Context: an optimization exercise on an open-source flow, tuned for small area and a short achievable clock period. The choices shown serve that exercise and are no tape-out recipe. Only simulation tests tie the RTL to the original design; equivalence was not proved.

==> design/flow/run.sh <==
#!/bin/bash
# synth_recipe.tcl (not shown) runs the flow's synth.tcl, then flattens the netlist and writes it again
# the make line also repeats each setting of config.mk as NAME=value (left out here)
make -C /OpenROAD-flow-scripts/flow DESIGN_CONFIG=/design/flow/config.mk WORK_HOME=/design/flow/orfs CLKGATE_MAP_FILE= SYNTH_SCRIPT=/design/flow/synth_recipe.tcl finish
==> design/flow/config.mk <==
export PLATFORM = sky130hd
export DESIGN_NAME = wavlet
export DESIGN_NICKNAME = wavlet
export VERILOG_FILES = /design/flow/design.v
export SDC_FILE = /design/flow/constraint.sdc
export NUM_CORES = 4
export LEC_CHECK = 0
export CAP_MARGIN = 20
export CORE_MARGIN = 2
export CORE_UTILIZATION = 40
export SLEW_MARGIN = 20
==> design/flow/constraint.sdc <==
create_clock -name core_clock -period 12.0 [get_ports {clk}]
set_input_delay 2.4000 -clock core_clock [delete_from_list [all_inputs] [get_ports {clk}]]
set_output_delay 2.4000 -clock core_clock [all_outputs]
set_load 0.01 [all_outputs]
==> design/flow/design.v <==
module decom(
	input clk,
	input rst_n,
	input [15:0] data_in,
	output reg[15:0] data_out_o,
	output reg[15:0] data_out_e
);
reg cnt;
reg [15:0] data_o_temp;
reg [15:0] data_e_temp;
always @(posedge clk or negedge rst_n) begin
	if(~rst_n)
		cnt <= 0;
	else
		cnt <= cnt + 1;
end
always @(posedge clk or negedge rst_n) begin
	if(!rst_n)
		data_o_temp <= 0;
	else if(cnt == 1'b0)
		data_o_temp <= data_in;
end
always @(posedge clk or negedge rst_n) begin
	if(!rst_n)
		data_e_temp <= 0;
	else if(cnt == 1'b1)
		data_e_temp <= data_in;
end
always@(posedge clk or negedge rst_n) begin
	if(!rst_n)
		data_out_e <= 0;
	else
		data_out_e <= data_e_temp;
end
always@(posedge clk or negedge rst_n) begin
	if(!rst_n)
		data_out_o <= 0;
	else
		data_out_o <= data_o_temp;
end
endmodule
module filter(
	input clk,
	input rst_n,
	input signed  [15:0] data_in,
	output signed [19:0] data_out
);
reg signed [15:0 ]  shift_reg[4];
parameter COF0 = 0  ;
parameter COF1 = 0  ;
parameter COF2 = 0  ;
parameter COF3 = 0  ;
wire signed [31:0] mul_temp0 = shift_reg[0] * COF0;
wire signed [31:0] mul_temp1 = shift_reg[1] * COF1;
wire signed [31:0] mul_temp2 = shift_reg[2] * COF2;
wire signed [31:0] mul_temp3 = shift_reg[3] * COF3;
assign data_out = mul_temp0[31:8] + mul_temp1[31:8] + mul_temp2[31:8] + mul_temp3[31:8];
genvar  i;
generate
	for(i = 0; i < 3 ; i = i + 1)begin:shift_reg_inst
		always @(posedge clk or negedge rst_n) begin
			if(!rst_n)
				shift_reg[i] <= 0;
			else
				shift_reg[i] <= shift_reg[i+1];
		end
	end
endgenerate
always @(posedge clk or negedge rst_n) begin
	if(!rst_n) begin
		shift_reg[3] <= 0;
		end
	else
		shift_reg[3] <= data_in;
end
endmodule
module wavlet(
	input clk,
	input rst_n,
	input [15:0] data_in,
	output signed [20:0] data_out_hd,
	output signed [20:0] data_out_ld
);
localparam HD_COF0 = -59;
localparam HD_COF1 = 183;
localparam HD_COF2 = -162;
localparam HD_COF3 = -7;
localparam HD_COF4 = 48;
localparam HD_COF5 = 8;
localparam HD_COF6 = -8;
localparam HD_COF7 = -3;
localparam LD_COF0 = -3;
localparam LD_COF1 = 8;
localparam LD_COF2 = 8;
localparam LD_COF3 = -48;
localparam LD_COF4 = -7;
localparam LD_COF5 = 162;
localparam LD_COF6 = 183;
localparam LD_COF7 = 59;
wire signed [19:0] hd_out_e;
wire signed [19:0] hd_out_o;
wire signed [19:0] ld_out_e;
wire signed [19:0] ld_out_o;
wire signed [15:0] data_out_o;
wire signed [15:0] data_out_e;
decom decom_inst (
        .clk         (clk         ) , 
        .rst_n       (rst_n       ) , 
        .data_in     (data_in     ) , 
        .data_out_o  (data_out_o  ) , 
        .data_out_e  (data_out_e  )); 
filter #(
        .COF0      (HD_COF0      ),
        .COF1      (HD_COF2      ),
        .COF2      (HD_COF4      ),
        .COF3      (HD_COF6      ))
       filter_inst0 (
        .clk       (clk       ) , 
        .rst_n     (rst_n     ) , 
        .data_in   (data_out_o) , 
        .data_out  (hd_out_o  )); 
filter #(
        .COF0      (LD_COF0      ),
        .COF1      (LD_COF2      ),
        .COF2      (LD_COF4      ),
        .COF3      (LD_COF6      ))
       filter_inst1 (
        .clk       (clk       ) , 
        .rst_n     (rst_n     ) , 
        .data_in   (data_out_o) , 
        .data_out  (ld_out_o  )); 
filter #(
        .COF0      (HD_COF1      ),
        .COF1      (HD_COF3      ),
        .COF2      (HD_COF5      ),
        .COF3      (HD_COF7      ))
       filter_inst2 (
        .clk       (clk       ) , 
        .rst_n     (rst_n     ) , 
        .data_in   (data_out_e) , 
        .data_out  (hd_out_e  )); 
filter #(
        .COF0      (LD_COF1      ),
        .COF1      (LD_COF3      ),
        .COF2      (LD_COF5      ),
        .COF3      (LD_COF7      ))
       filter_inst3 (
        .clk       (clk       ) , 
        .rst_n     (rst_n     ) , 
        .data_in   (data_out_e) , 
        .data_out  (ld_out_e  )); 
assign data_out_hd = hd_out_e + hd_out_o;
assign data_out_ld = ld_out_e + ld_out_o;
endmodule
==> results.json <==
{
  "whs_endpoint": "filter_inst1.shift_reg[3][1]$_DFF_PN0_",
  "synth_area_leader_cell": "ha_1",
  "core_area_sq_um": 80700,
  "worstSetupEndpointType": "output port",
  "synthCells": 3429,
  "slowest_delay_ns": 0.55,
  "crit_slowest_cell": "clkdlybuf4s50_1",
  "max_freq_ghz": 0.0874,
  "num-fill-cells": 7851,
  "min_period_ns": 11.45,
  "first_pass_iters": 5,
  "synth_area_sq_um": 32700,
  "worstReg2RegEnd": "decom_inst.data_e_temp[12]$_DFFE_PN0P_",
  "layout_common_cells": "800 x inv_1, 724 x ha_1, 347 x fa_1, 209 x xnor2_1, 187 x dfrtp_1",
  "start_util_pct": 40.5,
  "drive_gt1_share_pct": 4.33,
  "h-tree-depth": 4,
  "io_buffers": 59,
  "post-dp-hpwl_microns": 62200,
  "yosysWarnings": 9,
  "worst_ep_required_time_ns": 9.60,
  "path_buf_inv": 6,
  "synth_top_area_share_pct": 27.7,
  "setup_viol": 0,
  "drtIter0Drc": 1036,
  "finish.net_count": 4610,
  "clk-insertion-delay-late_ns": 0.48,
  "placed_cell_area_sq_um": 34700,
  "r2r_start": "decom_inst.cnt$_DFF_PN0_",
  "synthDistinctLibCells": 69,
  "syn-num-nets": 4518,
  "area_growth_pct": 8.92,
  "vias": 22174,
  "synth_edf_count": 0,
  "numCtsBuffers": 17,
  "cp_max_fo": 4,
  "final_area_sq_um": 35600,
  "path_clk_slew_ns": 0.09,
  "cp.arrival_ns": 9.05,
  "final_max_slew_viol_count": 0,
  "die_y_microns": 290,
  "synth_area_leaders": "ha_1 28%, fa_1 21%, dfrtp_1 15%, inv_1 9.2%, xnor2_1 5.7%",
  "antennaDiodeCount": 0,
  "fin_crit_sh_pct": 95.4,
  "ys.flop_type": "dfrtp_1",
  "reg2reg_depth": 2,
  "hp-start": "decom_inst.data_out_o[1]$_DFF_PN0_",
  "drc_errors": 0,
  "wirelength_microns": 71500,
  "grt_first_pass_wirelength_microns": 120000,
  "antenna_found_initial": 0,
  "tns_ns": 0,
  "grt_pass1_vias": 23077,
  "hold_path_class": "reg -> reg",
  "rrSetupSlack_ns": 10.57,
  "slew_headroom_pct": 39.8,
  "cts_hold_buf": 0,
  "grt_remaining_overflow": 0,
  "cts_tree": "yes",
  "critPathKind": "reg -> out",
  "cp-start-kind": "flop",
  "viasPerCell": 4.83,
  "status": "no timing/DRC/antenna violations",
  "maxCapViolCount": 0,
  "seq_area_frac_synth_pct": 14.8,
  "hold_depth": 0,
  "cts_root_buf": "clkbuf_16",
  "io_pins": 60,
  "die_w_microns": 290,
  "antenna_left": 0,
  "finalClockSkew_ns": 0.0126,
  "final_common_cell": "inv_1",
  "fp-row-count": 104,
  "critical_path.top_delay_family": "adder cells",
  "wire_per_inst_microns": 15.6,
  "clock-sinks": 193,
  "cp_common_cell": "fa_1",
  "hold_violations": 0,
  "tightest_slew_ns": 0.903,
  "cts_max_path_buffers": 2,
  "async_flop_share_pct": 100,
  "gp_congestion": 0.845,
  "track_usage_pct": 17.8,
  "die-area_sq_um": 84000,
  "syn_area_per_cell_sq_um": 9.53,
  "synth-seq-cells": 193,
  "grt_max_degree": 75
}
-- cell type report --
cell class	count	area [sq um]	area share (%)
clock inverter	15	208	0.583
multi-input combinational	2420	25000	70.2
inverter	807	3030	8.51
timing repair buffer	82	776	2.18
clock buffer	17	425	1.19
tap	1060	1330	3.72
sequential	193	4840	13.6
-- logic make-up (layout without fill, tap and decap cells) --
logic type               after synthesis  count (layout)  synth area share (%)
buffers and inverters                816             921                  9.38
AO/OA/AOI/OAI                        495             495                  9.85
flip-flops                           193             193                  14.8
XOR/XNOR                             291             291                  7.98
AND/OR/NAND/NOR                      526             526                  7.79
adder cells (fa/ha/maj)             1071            1071                  49.0
multiplexers                          37              37                  1.27
-- per-layer routing --
layer	share of wire, %	global-route usage [%]	wire length (microns)
met5	0	0	0
met4	1.2	3.38	847
met3	2.5	1.42	1780
met2	43	28.0	31000
met1	53	26.8	37900
-- worst max path at each step --
stage	from	endpoint	slack, ns	cells past startpoint
6_report	filter_inst1.shift_reg[1][5]$_DFF_PN0_	data_out_hd[18]	0.55	34
5_1_grt	filter_inst0.shift_reg[0][2]$_DFF_PN0_	data_out_ld[18]	-0.02	38
4_1_cts	filter_inst1.shift_reg[1][5]$_DFF_PN0_	data_out_hd[19]	0.03	37
3_5_place_dp	filter_inst1.shift_reg[1][5]$_DFF_PN0_	data_out_hd[19]	0.32	38
3_3_place_gp	filter_inst1.shift_reg[1][5]$_DFF_PN0_	data_out_hd[19]	0.22	38
2_1_floorplan	filter_inst1.shift_reg[1][6]$_DFF_PN0_	data_out_hd[19]	1.14	35
-- cell usage after synthesis, drive strengths merged (18+ instances only) --
cell type,instances
a21o,56
a21oi,166
and3,25
dfrtp,193
fa,347
ha,724
inv,803
mux2,35
nand2,84
nand2b,28
nand3,48
nor2,167
nor2b,56
nor3,57
o21a,35
o21ai,84
o21bai,27
or2,18
xnor2,212
xor2,76
-- through the flow --
step,hold WS (ns),setup slack [ns],util [%],std cells
6_report,0.344,0.553,44.1,4594
5_1_grt,0.352,-0.0172,44.1,4594
4_1_cts,0.346,0.0286,43.9,4590
3_5_place_dp,0.335,0.317,43.0,4558
3_3_place_gp,0.331,0.217,43.0,4558
2_1_floorplan,0.331,1.14,-,3429
-- repair_timing --
item,CTS,global route
resized for setup,11,43
pin swaps,1,10
setup buffers,0,4
setup endpoints to repair,5,14

## what the ideal ports hide
How much do the figures lean on ideal ports? The routed layout below was timed once more, with nothing changed but the port constraints. Step 1: set_driving_cell puts a clkbuf_16 on clk and a buf_2 on each other input, an assumption about the parent block. Step 2 also shifts input and output timing later by t, the mid clock arrival at the registers, as if the neighbouring blocks saw the same clock. Slacks: ideal ports / drivers / drivers and shift; pairs: ideal ports / drivers.
t, ns: 0.536
setup WS [ns]: 0.553 / 0.495 / 1.031
worst setup path at the end: register to output
clock arrival spread, ns: 0.014 / 0.014
worst register clock-pin slew, ns: 0.09 / 0.09
After both steps setup and hold are still met in this run. For this run, drivers alone change the setup slack by -0.058 ns; drivers and shift together by +0.478 ns.
